From an optimization exercise on the open Yosys and OpenROAD flow, aimed at small area and a short achievable clock period; shortcuts taken in it are not production practice. Only simulation tests tie the RTL to the original design; equivalence was not proved. No activity file was given, so power comes from the tool's default toggle rates.

### design/flow/design.v
module brouter
#(parameter     addr = 4'b0101)
(
    input       [143:0]     port0_ci,
    input       [143:0]     port1_ci,
    input       [143:0]     port2_ci,
    input       [143:0]     port3_ci,
    input       [143:0]     port4_ci,
    output                  port4_ack,
    input                   clk,
    input                   rst,
    output      [143:0]     port0_co,
    output      [143:0]     port1_co,
    output      [143:0]     port2_co,
    output      [143:0]     port3_co,
    output      [143:0]     port4_co,
    output                  port4_ready);
    localparam [1:0] ax = addr[3:2];
    localparam [1:0] ay = addr[1:0];
    reg [7:0]  gold_sel;
    reg [15:0] prand;
    always @(posedge clk) begin
        if (rst) gold_sel <= 8'd0;
        else gold_sel <= gold_sel + 8'd1;
        if (rst) prand <= 16'h0001;
        else prand <= {prand[14:0], prand[7] ^ prand[3]};
    end
    wire [7:0] gold_nxt = gold_sel + 8'd1;
    wire       pr_nxt = prand[2];
    wire [143:0] ci [0:3];
    assign ci[0] = port0_ci;
    assign ci[1] = port1_ci;
    assign ci[2] = port2_ci;
    assign ci[3] = port3_ci;
    wire [3:0] vin, ejin;
    genvar k;
    generate for (k = 0; k < 4; k = k + 1) begin : g_in
        assign vin[k] = ci[k][11] & ~rst;
        assign ejin[k] = vin[k] & (ci[k][3:0] == addr);
    end endgenerate
    wire [3:0] eoh = {ejin[3] & ~|ejin[2:0], ejin[2] & ~|ejin[1:0], ejin[1] & ~ejin[0], ejin[0]};
    wire [3:0] pvin = vin & ~eoh;    
    reg [143:0] d1 [0:3];    
    reg         rdy1;        
    reg [143:0] ej1;         
    wire [143:0] ej_data;
    pick4 pe(.s(eoh), .a(ci[0]), .b(ci[1]), .c(ci[2]), .d(ci[3]), .y(ej_data));
    generate for (k = 0; k < 4; k = k + 1) begin : g_r1
        always @(posedge clk)
            d1[k] <= {ci[k][143:12], pvin[k], ci[k][10:0]};
    end endgenerate
    always @(posedge clk) begin
        rdy1 <= ~&pvin;
        ej1  <= {ej_data[143:12], |ejin, ej_data[10:0]};
    end
    assign port4_co = ej1;
    assign port4_ready = rdy1;
    wire vi = port4_ci[11] & ~rst;
    ackgate ag(.v(port4_ci[11]), .rst(rst), .ready(rdy1), .ack(port4_ack));
    wire [3:0] pv1 = {d1[3][11], d1[2][11], d1[1][11], d1[0][11]};
    wire [3:0] fr = {&pv1[2:0] & ~pv1[3], &pv1[1:0] & ~pv1[2], pv1[0] & ~pv1[1], ~pv1[0]};
    wire [3:0] inj = {4{vi}} & fr;
    function [2:0] dirs(input [143:0] f, input v);
        reg [3:0] rm;
        begin
            rm = v ? {f[3:2] < ax, f[3:2] > ax, f[1:0] > ay, f[1:0] < ay} : 4'b0000;
            dirs = {rm[1] | rm[0], rm[2], rm[0]};    
        end
    endfunction
    wire [3:0]  ng;
    wire [11:0] nq, nd;
    wire [3:0]  ig;
    wire [11:0] iq, id;
    wire gi = {port4_ci[15:12], port4_ci[7:4]} == gold_nxt;
    wire [2:0] di = dirs(port4_ci, 1'b1);
    generate for (k = 0; k < 4; k = k + 1) begin : g_slot
        assign ng[k] = {d1[k][15:12], d1[k][7:4]} == gold_nxt;
        assign nq[3*k+2:3*k] = d1[k][10:8];
        assign nd[3*k+2:3*k] = dirs(d1[k], pv1[k]);
        assign ig[k] = fr[k] ? gi : ng[k];
        assign iq[3*k+2:3*k] = fr[k] ? port4_ci[10:8] : nq[3*k+2:3*k];
        assign id[3*k+2:3*k] = fr[k] ? di : nd[3*k+2:3*k];
    end endgenerate
    wire [7:0] an, ai;
    arbiter arn(.sv(pv1), .sg(ng), .sq(nq), .sd(nd), .pr(pr_nxt), .dec(an));
    arbiter ari(.sv(pv1 | fr), .sg(ig), .sq(iq), .sd(id), .pr(pr_nxt), .dec(ai));
    wire [11:0] seln = {1'b0, an[1], ~an[1],  1'b0, an[0], ~an[0],
                        1'b0, an[1], ~an[1],  1'b0, an[0], ~an[0]};
    wire [11:0] seli = {~ai[1] & fr[3] | ai[1] & fr[1], ai[1] & ~fr[1], ~ai[1] & ~fr[3],
                        ~ai[0] & fr[2] | ai[0] & fr[0], ai[0] & ~fr[0], ~ai[0] & ~fr[2],
                        ~ai[1] & fr[1] | ai[1] & fr[3], ai[1] & ~fr[3], ~ai[1] & ~fr[1],
                        ~ai[0] & fr[0] | ai[0] & fr[2], ai[0] & ~fr[2], ~ai[0] & ~fr[0]};
    wire [17:0] dec;
    pick2 pd(.s(vi), .a({an[7:2], seln}), .b({ai[7:2], seli}), .y(dec));
    wire [3:0] ov = dec[17:14];
    wire swC = dec[12], swD = dec[13];
    wire [143:0] n0, n1, n2, n3;
    pick3n p0(.s(dec[2:0]),  .a(d1[0]), .b(d1[2]), .c(port4_ci), .y(n0));
    pick3n p1(.s(dec[5:3]),  .a(d1[1]), .b(d1[3]), .c(port4_ci), .y(n1));
    pick3n p2(.s(dec[8:6]),  .a(d1[2]), .b(d1[0]), .c(port4_ci), .y(n2));
    pick3n p3(.s(dec[11:9]), .a(d1[3]), .b(d1[1]), .c(port4_ci), .y(n3));
    reg [143:0] n2r [0:3];
    reg         swC2, swD2;
    reg [3:0]   ov2;             
    always @(posedge clk) begin
        n2r[0] <= n0;
        n2r[1] <= n1;
        n2r[2] <= n2;
        n2r[3] <= n3;
        swC2 <= swC;
        swD2 <= swD;
        ov2 <= ov;
    end
    wire [143:0] o0, o1, o2, o3;
    mux2n m0(.s(swC2), .a(n2r[0]), .b(n2r[1]), .y(o0));
    mux2n m1(.s(swC2), .a(n2r[1]), .b(n2r[0]), .y(o1));
    mux2n m2(.s(swD2), .a(n2r[2]), .b(n2r[3]), .y(o2));
    mux2n m3(.s(swD2), .a(n2r[3]), .b(n2r[2]), .y(o3));
    reg [143:0] d3 [0:3];
    always @(posedge clk) begin
        d3[0] <= {o0[143:12], ov2[0], o0[10:0]};
        d3[1] <= {o1[143:12], ov2[1], o1[10:0]};
        d3[2] <= {o2[143:12], ov2[2], o2[10:0]};
        d3[3] <= {o3[143:12], ov2[3], o3[10:0]};
    end
    assign port0_co = d3[0];
    assign port1_co = d3[1];
    assign port2_co = d3[2];
    assign port3_co = d3[3];
endmodule
module pick4
(
    input  [3:0]   s,
    input  [143:0] a,
    input  [143:0] b,
    input  [143:0] c,
    input  [143:0] d,
    output [143:0] y
);
    assign y = ({144{s[0]}} & a) | ({144{s[1]}} & b) | ({144{s[2]}} & c) |
               ({144{s[3]}} & d);
endmodule
module pick3n
(
    input  [2:0]   s,
    input  [143:0] a,
    input  [143:0] b,
    input  [143:0] c,
    output [143:0] y
);
    assign y = ~(({144{s[0]}} & a) | ({144{s[1]}} & b) | ({144{s[2]}} & c));
endmodule
module mux2n
(
    input          s,
    input  [143:0] a,
    input  [143:0] b,
    output [143:0] y
);
    assign y = ~(s ? b : a);
endmodule
module ackgate
(
    input  v,
    input  rst,
    input  ready,
    output ack
);
    assign ack = v & ~rst & ready;
endmodule
module arbiter
(
    input  [3:0]  sv,            
    input  [3:0]  sg,            
    input  [11:0] sq,            
    input  [11:0] sd,            
    input         pr,            
    output [7:0]  dec
);
    function win(input va, input vb, input ga, input gb, input [2:0] qa, input [2:0] qb, input p);
        win = (va & vb & ga & gb & (qb > qa)) |
              (va & vb & ~ga & gb) |
              (va & vb & ~ga & ~gb & p) |
              (~va & vb);
    endfunction
    wire w02 = win(sv[0], sv[2], sg[0], sg[2], sq[2:0], sq[8:6], pr);
    wire w13 = win(sv[1], sv[3], sg[1], sg[3], sq[5:3], sq[11:9], pr);
    wire w01 = win(sv[0], sv[1], sg[0], sg[1], sq[2:0], sq[5:3], pr);
    wire w03 = win(sv[0], sv[3], sg[0], sg[3], sq[2:0], sq[11:9], pr);
    wire w21 = win(sv[2], sv[1], sg[2], sg[1], sq[8:6], sq[5:3], pr);
    wire w23 = win(sv[2], sv[3], sg[2], sg[3], sq[8:6], sq[11:9], pr);
    wire swA = w02 ? ~sd[8] : sd[2];
    wire swB = w13 ? ~sd[11] : sd[5];
    wire winC = swA ? (swB ? w23 : w21) : (swB ? w03 : w01);
    wire swC = winC ? ~(swB ? sd[10] : sd[4]) : (swA ? sd[7] : sd[1]);
    wire winD = swA ? (swB ? w01 : w03) : (swB ? w21 : w23);
    wire swD = winD ? ~(swB ? sd[3] : sd[9]) : (swA ? sd[0] : sd[6]);
    wire vi0 = swA ? sv[2] : sv[0];
    wire vi2 = swA ? sv[0] : sv[2];
    wire vi1 = swB ? sv[3] : sv[1];
    wire vi3 = swB ? sv[1] : sv[3];
    assign dec = {swD ? vi2 : vi3, swD ? vi3 : vi2, swC ? vi0 : vi1, swC ? vi1 : vi0,
                  swD, swC, swB, swA};
endmodule
module pick2
(
    input         s,
    input  [17:0] a,
    input  [17:0] b,
    output [17:0] y
);
    assign y = s ? b : a;
endmodule
### design/flow/flow/run.sh
#!/bin/bash
set -euo pipefail
export BUFFER_PORTS_ARGS="-buffer_cell sky130_fd_sc_hd__buf_1"
export CTS_ARGS="-sink_clustering_enable -repair_clock_nets -sink_clustering_size 24 -sink_clustering_max_diameter 100 -dont_use_dummy_load"
bash standard.sh finish > standard_flow.log 2>&1
### design/flow/standard.sh
#!/bin/bash
# synth_recipe.tcl (not shown) runs the flow's synth.tcl, then flattens the netlist and writes it again
# the make line also repeats each setting of config.mk as NAME=value (left out here)
make -C /OpenROAD-flow-scripts/flow DESIGN_CONFIG=/design/flow/config.mk WORK_HOME=/design/flow/orfs CLKGATE_MAP_FILE= SYNTH_SCRIPT=/design/flow/synth_recipe.tcl "${@:-finish}"
### design/flow/config.mk
export PLATFORM = sky130hd
export DESIGN_NAME = brouter
export DESIGN_NICKNAME = brouter
export VERILOG_FILES = /design/flow/design.v
export SDC_FILE = /design/flow/constraint.sdc
export NUM_CORES = 4
export LEC_CHECK = 0
export CAP_MARGIN = 20
export CORE_AREA = 5 5 515 515
export DIE_AREA = 0 0 520 520
export SETUP_SLACK_MARGIN = 3.2
export SLEW_MARGIN = 20
export SYNTH_HIERARCHICAL = 1
### design/flow/constraint.sdc
create_clock -name core_clock -period 6.0 [get_ports {clk}]
set_input_delay 1.2000 -clock core_clock [delete_from_list [all_inputs] [get_ports {clk}]]
set_output_delay 1.2000 -clock core_clock [all_outputs]
set_load 0.01 [all_outputs]
==> impl_metrics.csv <==
group,metric,value,unit
detailed_routing,route.detailed.drc,0,
sta,timing.final.crit_share,78.18,%
placement,place_ws,0.4262,ns
floorplan,initial_utilization,22.56,%
sta,drv_slew,0,
hold_path,min_to,"d3[1][11]",
setup_path,crit_arrival,5.20,ns
detailed_routing,first_pass_iters,14,
setup_path,r2r-start,"gold_sel[0]",
hold_path,hp-class,"flip-flop to flip-flop",
clock_tree,htree_num_levels,3,
setup_path,ff2ff_path_depth,18,
pwr,peakVddDrop,0.0002891,V
global_routing,antenna_found_initial,169,
clock_tree,clk_pin_slew_worst_paths,0.06,ns
placement,port_buffers,1443,
sta,slew_headroom,32.67,%
placement,gp_congestion,0.9794,
global_routing,grt_max_degree,88,
sta,fin_crit,4.691,ns
synthesis,synthesis.instances,4294,
global_routing,grt.overflow.total,0,
global_routing,grt_pass1_wl,437900,um
detailed_routing,vias,49354,
floorplan,dieWidth,520,um
sta,postLayoutSetupSlackWorst,1.309,ns
clock_tree,clk_latency,0.80,ns
clock_tree,hold_buffers,0,
placement,dpl.hpwl,232200,um
clock_tree,root_buffer,"clkbuf_16",
cells_and_area,nets,6678,
setup_path,r2r_slack,1.40,ns
detailed_routing,ant_nets,0,
detailed_routing,vias_per_cell,5.251,
setup_path,critPathMaxFanout,5,
detailed_routing,dr.first_iter.drc_count,9023,
clock_tree,cts_buffers,107,
cells_and_area,final_common_cell,"dfxtp_1",
setup_path,critical_path_class,"input pin to flip-flop",
sta,report.final.hold_viol_count,0,
clock_tree,cts.sinks,1891,
setup_path,timing.rr.end,"n2r[0][81]",
hold_path,min_from,"ov2[1]",
floorplan,die_h,520,um
clock_tree,cts_tree,"built",
placement,place_inst,8906,
floorplan,die_area,270400,sq um
detailed_routing,drt-total-wl,358800,um
sta,finalSetupViolCount,0,
floorplan,std_cell_rows,187,
setup_path,setup.worst_path.end_class,"flip-flop",
synthesis,synth_area,58480,sq um
floorplan,core,259200,sq um
setup_path,critPathLaunchType,"input pin",
clock_tree,clk_path_buf_depth,3,
sta,rsz0062_at_grt,"true",
cells_and_area,fin_cells,9399,
synthesis,ys_warn_count,14,
cells_and_area,final_cell_mix,"dfxtp_1 (1876), buf_1 (1399), mux2i_1 (597)",
sta,worstMarginPinSlew,1.010,ns
sta,skew,0.1249,ns
global_routing,first_global_vias,47051,
status,status,"timing/DRC/antenna clean",
run,drv_cap,0,
cells_and_area,drive_gt1_share,12.52,%
setup_path,required,6.51,ns
sta,fin_setup_tns,0,ns
pwr,p_leak,0.02920,uW
synthesis,syn_avg_cell_area,13.62,sq um
global_routing,grt_use_total,23.62,%
detailed_routing,wire_per_inst,38.18,um
sta,fmax,213.2,MHz
pwr,p_per_area,383.3,nW/um^2
floorplan,io_pins,1444,
cells_and_area,areaGrowthSynthToFinish,30.08,%
hold_path,hold_depth,0,
cells_and_area,fill_cells,26636,
[power by group]
part	internal, uW	switching [uW]	total, uW
clock network	3150	4170	7310
registers	14300	1030	15300
logic	2440	4080	6510
total	19900	9270	29200
[worst max path at each step]
stage                     slack (ns)     endpoint        start
after global placement          0.47   n2r[0][36]  port4_ci[6]
final                           1.31   n2r[0][81]  port4_ci[6]
after CTS                       1.61   n2r[0][81]  gold_sel[0]
after global routing            1.28   n2r[0][81]  gold_sel[0]
after floorplan                 1.57  n2r[3][100]  port4_ci[6]
after detailed placement        0.43   n2r[0][36]  port4_ci[6]
[metrics by stage]
| step | hold slack [ns] | instance area [sq um] | utilization, % | total power [uW] |
|---|---|---|---|---|
| after floorplan | 0.3096 | 58660 | - | 17810 |
| after global placement | 0.3500 | 67160 | 25.90 | 20630 |
| after detailed placement | 0.3342 | 67160 | 25.90 | 20670 |
| after CTS | 0.3394 | 73790 | 28.46 | 28780 |
| after global routing | 0.3518 | 76000 | 29.32 | 30050 |
| final | 0.3424 | 76070 | 29.34 | 29160 |
[layer usage]
layer / vias up / routed length [um] / track usage, %
met4: 72 / 26700 / 13.87
met3: 925 / 38820 / 7.282
met5: - / 465 / 0
li1: 19825 / - / -
met1: 24562 / 128400 / 27.13
met2: 3970 / 164400 / 38.74
[state kept, by name, indices dropped and copies added, names as in the netlist]
name	flops
rdy1	1
ej1	144
swD2	1
ov2	4
d3	576
swC2	1
n2r	572
gold_sel	8
d1	576
prand	8
[critical path: stages]
cell and delay (ns):
buf_1 0.37, xor2_4 0.13, or4_4 0.44, o21ai_2 0.08
a31oi_1 0.06, a2111o_1 0.53, buf_4 0.21, o21ai_2 0.20
o21ai_2 0.10, o21ai_4 0.20, mux2i_4 0.31, inv_4 0.08
nor2b_4 0.16, nor2_4 0.07, mux2_8 0.39, buf_16 0.18
a222oi_1 0.47
[area by class of cell]
| cell class | instances | area [sq um] | area share (%) |
|---|---|---|---|
| antenna | 80 | 200.2 | 0.2632 |
| tap | 3402 | 4257 | 5.596 |
| inverter | 44 | 175.2 | 0.2303 |
| multi-input combinational | 2048 | 18810 | 24.73 |
| sequential | 1891 | 37890 | 49.80 |
| timing repair buffer | 1827 | 12060 | 15.86 |
| clock buffer | 107 | 2678 | 3.520 |
[what timing repair did]
item / 4_1_cts / 5_1_grt
gates cloned: 77 / 55
gates resized for setup: 290 / 112
buffers inserted: 128 / 46
setup endpoints to repair: 735 / 637
pin swaps: 255 / 278

[afterwards: timing with drivers on the ports]
The flow's constraints put no driver on any port. The routed layout listed below was extracted and timed again, unchanged, in two steps.
Step 1 assumes that a clkbuf_16 drives the clock port and a buf_2 every other input.
Step 2 moves the port delays by t, midway between the first and last clock arrival at a register: inputs arrive t later, outputs are due t later. That takes back most of the time a late clock gives input paths.
Slacks: ideal / step 1 / step 2; pairs: ideal / step 1.
t (ns): 0.834
slack for setup (ns): 1.309 / 1.271 / 0.437
worst hold slack (ns): 0.342 / 0.342 / 0.342
worst slew at a driven data input, ns: 0.29
After both steps this run still meets setup and hold. For this run, drivers alone change the setup slack by -0.038 ns; drivers and shift together by -0.872 ns.
